Context: an optimization exercise on an open-source flow, tuned for small area. The choices shown serve that exercise and are no tape-out recipe.
The RTL was checked by simulation tests, not by an equivalence proof against the original design.
Power and IR drop assume default switching activity.

## before
==> flow/design.v (excerpt) <==
module system(
	input [1:0] SW,
	input KEY,
	input CLOCK_50,
	input rst,
	output LEDG,
	output [6:0] HEX0,
	output [6:0] HEX1,
	output [6:0] HEX2);
Size: about 27 I/O pins, about 4100 um^2 of cells after synthesis.
==> module clk_det, before the edit <==
module clk_det(
	input  [7:0] BPM,
	input        CLOCK_50,
	input        rst,
	input  [9:0] P,
	input  [1:0] mode,
	output reg   BEEP
	);
	localparam [21:0] N = 22'd3000000;
	reg [21:0] Gn, C;          
	reg [20:0] GUn;            
	reg  [7:0] rem;
	wire e1   = (P == 10'd513);
	wire cp   = (P == 10'd542);
	wire step = (P[8:5] == 4'b0000) & (P[4:0] >= 5'd8) & (P[4:0] <= 5'd29);
	wire w1   = step & P[9];                                  
	wire w2   = step & ~P[9];                                 
	wire hold = (P[9:5] == 5'b10000) & (P[4:1] != 4'd0);           
	wire top  = &BPM;
	wire up   = (mode == 2'b01);
	wire down = (mode == 2'b10);
	wire       nbit = N[5'd29 - P[4:0]];
	wire [8:0] rs   = {rem, nbit};
	wire [8:0] d    = {1'b0, BPM & {8{~(w2 & top)}}};
	wire [9:0] b;                     
	wire [8:0] df;
	assign b[0] = w2;
	genvar i;
	generate for (i = 0; i < 9; i = i + 1) begin : sub
		assign df[i]  = rs[i] ^ d[i] ^ b[i];
		assign b[i+1] = (~rs[i] & (d[i] | b[i])) | (d[i] & b[i]);
	end endgenerate
	wire q = ~b[9];
	wire [22:0] c;
	assign c[0] = 1'b1;
	generate for (i = 0; i < 22; i = i + 1) begin : cmp
		assign c[i+1] = (C[i] & Gn[i]) | ((C[i] | Gn[i]) & c[i]);
	end endgenerate
	wire beat = c[22] & ~(hold & down & ~top);
	wire [22:0] cc;
	assign cc[0] = 1'b1;
	generate for (i = 0; i < 22; i = i + 1) begin : inc
		assign cc[i+1] = cc[i] & C[i];
	end endgenerate
	wire [21:0] cn = C ^ cc[21:0];
	wire gload = (e1 & (mode[0] | (mode[1] & top))) | cp;
	wire [20:0] gx = (e1 & ~up) ? (mode[0] ? ~21'd25000 : ~21'd11764) : GUn;
	wire        bot = (BPM == 8'd1);
	always @(posedge CLOCK_50) begin
		if (step)
			rem <= q ? df[7:0] : rs[7:0];
		else
			rem <= 8'd0;
		GUn <= {GUn[19:0], step ? ~q : GUn[20]};
		if (rst)
			Gn[21:13] <= 9'h1fe;
		else if (gload)
			Gn <= {~bot, gx};
		if (rst) begin
			C    <= 22'h004000;
			BEEP <= 1'b0;
		end
		else if (beat) begin
			C    <= 22'd0;
			BEEP <= 1'b1;
		end
		else begin
			C <= cn;
			if ({C[9:5], C[3], C[0]} == 7'b1111111)
				BEEP <= 1'b0;
		end
	end
endmodule
clock: 100.0 ns
lec_check: 0
abc_area: 1
cap_margin: 20
core_margin: 2
core_utilization: 40
slew_margin: 20
standard.sh (not shown) runs the stock make flow with config.mk's settings and CLKGATE_MAP_FILE= SYNTH_SCRIPT=/design/flow/synth_recipe.tcl, a recipe that flattens the netlist after the stock synthesis.
==> flow/flow/run.sh <==
#!/bin/bash
# Own flow: the standard synthesis; then its combinational logic re-mapped
# for area by ABC with a few scripts (flip-flops untouched), each result
# checked to be fully mapped, to keep the standard flip-flops and to be
# equivalent to the standard netlist, and the smallest kept; then the
# standard layout with small port buffers and a lighter clock tree.
set -uo pipefail
W=$(pwd)
F=$W/flow
R=$W/orfs/results/$FLOW_PLATFORM/system/base
LIB=$FLOW_HOME/platforms/$FLOW_PLATFORM/lib/sky130_fd_sc_hd__tt_025C_1v80.lib
YOSYS=$(command -v yosys || echo "$FLOW_HOME/../tools/install/yosys/bin/yosys")

bash standard.sh synth > $W/log_1_standard_synth.txt 2>&1 || exit 1
cp $R/1_2_yosys.v $W/std_synth.v

FFRE='__(s?e?df|dl[xr]|dlclkp|sdlclkp)'
FFS=$(grep -oE '^\s*sky130_fd_sc_hd__[a-z0-9_]+' $W/std_synth.v | tr -d ' ' | sort -u | grep -E "$FFRE" | tr '\n' ' ')
ffs() { grep -E "^\s*sky130_fd_sc_hd__(s?e?df|dl[xr]|dlclkp|sdlclkp)" "$1" | awk '{print $1, $2}' | sort; }

remap() {  # remap NAME SCRIPT INPUT
  local n=$1
  REOPT_LIB=$LIB REOPT_FFS="$FFS" REOPT_DONT_USE="$(tr '\n' ' ' < $F/dont_use.txt)" \
  REOPT_IN=$3 REOPT_OUT=$W/reopt_$n.v REOPT_STAT=$W/reopt_$n.stat REOPT_SCRIPT=$F/abc_$2.script \
    timeout 1200 $YOSYS -c $F/reopt.tcl > $W/log_2_reopt_$n.txt 2>&1 || return 1
  [[ "$(ffs $W/std_synth.v)" == "$(ffs $W/reopt_$n.v)" ]] || { echo "flip-flops differ" >> $W/log_2_reopt_$n.txt; return 1; }
  EQ_LIB=$LIB EQ_GOLD=$W/std_synth.v EQ_GATE=$W/reopt_$n.v \
    timeout 1200 $YOSYS -c $F/eqv.tcl > $W/log_3_equiv_$n.txt 2>&1 || return 1
  grep 'Chip area' $W/reopt_$n.stat | awk '{print $NF}' > $W/reopt_$n.area
}
pick() {  # pick NAMES... -> sets best/barea
  for n in "$@"; do
    [[ -s $W/reopt_$n.area ]] || continue
    a=$(cat $W/reopt_$n.area)
    if [[ -z "$best" ]] || awk -v x="$a" -v y="$barea" 'BEGIN{exit !(x<y)}'; then best=$n; barea=$a; fi
  done
}
best=""; barea=""
# round 1 from the standard netlist, round 2 from round 1's smallest
for s in a c d1 d2 d3 d4 d5 d6; do remap 1$s $s $W/std_synth.v & done
wait
pick 1a 1c 1d1 1d2 1d3 1d4 1d5 1d6
if [[ -n "$best" ]]; then
  first=$best
  for s in a d1 d2 d3 d4 d5 d6 d7; do remap 2$s $s $W/reopt_$first.v & done
  wait
  pick 2a 2d1 2d2 2d3 2d4 2d5 2d6 2d7
fi
if [[ -n "$best" ]]; then
  cp $W/reopt_$best.v $R/1_2_yosys.v
  echo "re-mapped netlist $best used, area $barea" > $W/log_4_choice.txt
else
  echo "no re-mapped netlist passed; standard netlist kept" > $W/log_4_choice.txt
fi
touch $R/1_2_yosys.v

export BUFFER_PORTS_ARGS="-buffer_cell sky130_fd_sc_hd__buf_1"
export CTS_ARGS="-sink_clustering_enable -repair_clock_nets -dont_use_dummy_load -buf_list sky130_fd_sc_hd__clkbuf_8"
bash standard.sh > $W/log_5_standard_layout.txt 2>&1
Other scripts of this flow, unchanged in this note and not shown: flow/flow/abc_a.script, flow/flow/abc_c.script, flow/flow/abc_d1.script, flow/flow/abc_d2.script, flow/flow/abc_d3.script, flow/flow/abc_d4.script, flow/flow/abc_d5.script, flow/flow/abc_d6.script, flow/flow/abc_d7.script, flow/flow/dont_use.txt, flow/flow/eqv.tcl, flow/flow/reopt.tcl
Relative to before, the following input files were edited for after:
--- a/flow/design.v
+++ b/flow/design.v
@@ -97,25 +97,24 @@
 	input        rst,
 	input  [9:0] P,
 	input  [1:0] mode,
 	output reg   BEEP
 	);
 	localparam [21:0] N = 22'd3000000;
-	reg [21:0] Gn, C;          
-	reg [20:0] GUn;            
+	reg [21:0] G, GU, C;
 	reg  [7:0] rem;
 	wire e1   = (P == 10'd513);
-	wire cp   = (P == 10'd542);
-	wire step = (P[8:5] == 4'b0000) & (P[4:0] >= 5'd8) & (P[4:0] <= 5'd29);
+	wire cp   = (P == 10'd541);
+	wire step = (P[8:5] == 4'b0000) & (P[4:0] >= 5'd7) & (P[4:0] <= 5'd28);
 	wire w1   = step & P[9];                                  
 	wire w2   = step & ~P[9];                                 
 	wire hold = (P[9:5] == 5'b10000) & (P[4:1] != 4'd0);           
 	wire top  = &BPM;
 	wire up   = (mode == 2'b01);
 	wire down = (mode == 2'b10);
-	wire       nbit = N[5'd29 - P[4:0]];
+	wire       nbit = N[5'd28 - P[4:0]];
 	wire [8:0] rs   = {rem, nbit};
 	wire [8:0] d    = {1'b0, BPM & {8{~(w2 & top)}}};
 	wire [9:0] b;                     
 	wire [8:0] df;
 	assign b[0] = w2;
 	genvar i;
@@ -124,36 +123,35 @@
 		assign b[i+1] = (~rs[i] & (d[i] | b[i])) | (d[i] & b[i]);
 	end endgenerate
 	wire q = ~b[9];
 	wire [22:0] c;
 	assign c[0] = 1'b1;
 	generate for (i = 0; i < 22; i = i + 1) begin : cmp
-		assign c[i+1] = (C[i] & Gn[i]) | ((C[i] | Gn[i]) & c[i]);
+		assign c[i+1] = (C[i] & ~G[i]) | ((C[i] | ~G[i]) & c[i]);
 	end endgenerate
 	wire beat = c[22] & ~(hold & down & ~top);
 	wire [22:0] cc;
 	assign cc[0] = 1'b1;
 	generate for (i = 0; i < 22; i = i + 1) begin : inc
 		assign cc[i+1] = cc[i] & C[i];
 	end endgenerate
 	wire [21:0] cn = C ^ cc[21:0];
 	wire gload = (e1 & (mode[0] | (mode[1] & top))) | cp;
-	wire [20:0] gx = (e1 & ~up) ? (mode[0] ? ~21'd25000 : ~21'd11764) : GUn;
-	wire        bot = (BPM == 8'd1);
+	wire [21:0] gx = (e1 & ~up) ? (mode[0] ? 22'd25000 : 22'd11764) : GU;
 	always @(posedge CLOCK_50) begin
 		if (step)
 			rem <= q ? df[7:0] : rs[7:0];
 		else
 			rem <= 8'd0;
-		GUn <= {GUn[19:0], step ? ~q : GUn[20]};
-		if (rst)
-			Gn[21:13] <= 9'h1fe;
+		GU <= {GU[20:0], step ? q : GU[21]};
+		if (rst)
+			G[13] <= 1'b1;
 		else if (gload)
-			Gn <= {~bot, gx};
+			G <= gx;
 		if (rst) begin
-			C    <= 22'h004000;
+			C    <= 22'h3fffff;
 			BEEP <= 1'b0;
 		end
 		else if (beat) begin
 			C    <= 22'd0;
 			BEEP <= 1'b1;
 		end
Notes after the runs:
Looking at die area, after sits about 2.4% above before.
Placeable core area: before and after compared, lower one is before
In the flow results for before and after, the share of total power in combinational logic is smaller on before.
Comparing before and after, minimum setup slack in the final design is higher on after.
Delta (after minus before): via count of the first global-routing pass now sits higher; total cell area at the placement stage up 2.6%; critical path depth dropped 4.

==> port drivers added, routing unchanged <==
The results above use ideal ports. As a check the final layouts listed here were re-extracted and re-timed, cells and wires unchanged.
Step 1 sets driving cells, clkbuf_16 on the clock port and buf_2 on the other inputs (assumed; they add their load-dependent delay and slew).
Step 2 moves the port delays by t, midway between the first and last clock arrival at a register: inputs arrive t later, outputs are due t later. That takes back most of the time a late clock gives input paths.
Three values: ideal, step 1, step 2; two values: the first two.
| run | shift t [ns] | setup slack, ns | hold WS [ns] | pins driven straight from the clock port |
|---|---|---|---|---|
| before | 0.388 | 75.493 / 75.460 / 75.848 | 0.346 / 0.346 / 0.346 | 1 |
| after | 0.363 | 76.041 / 76.011 / 76.374 | 0.333 / 0.333 / 0.333 | 1 |
After both steps setup and hold are still met in every run listed.
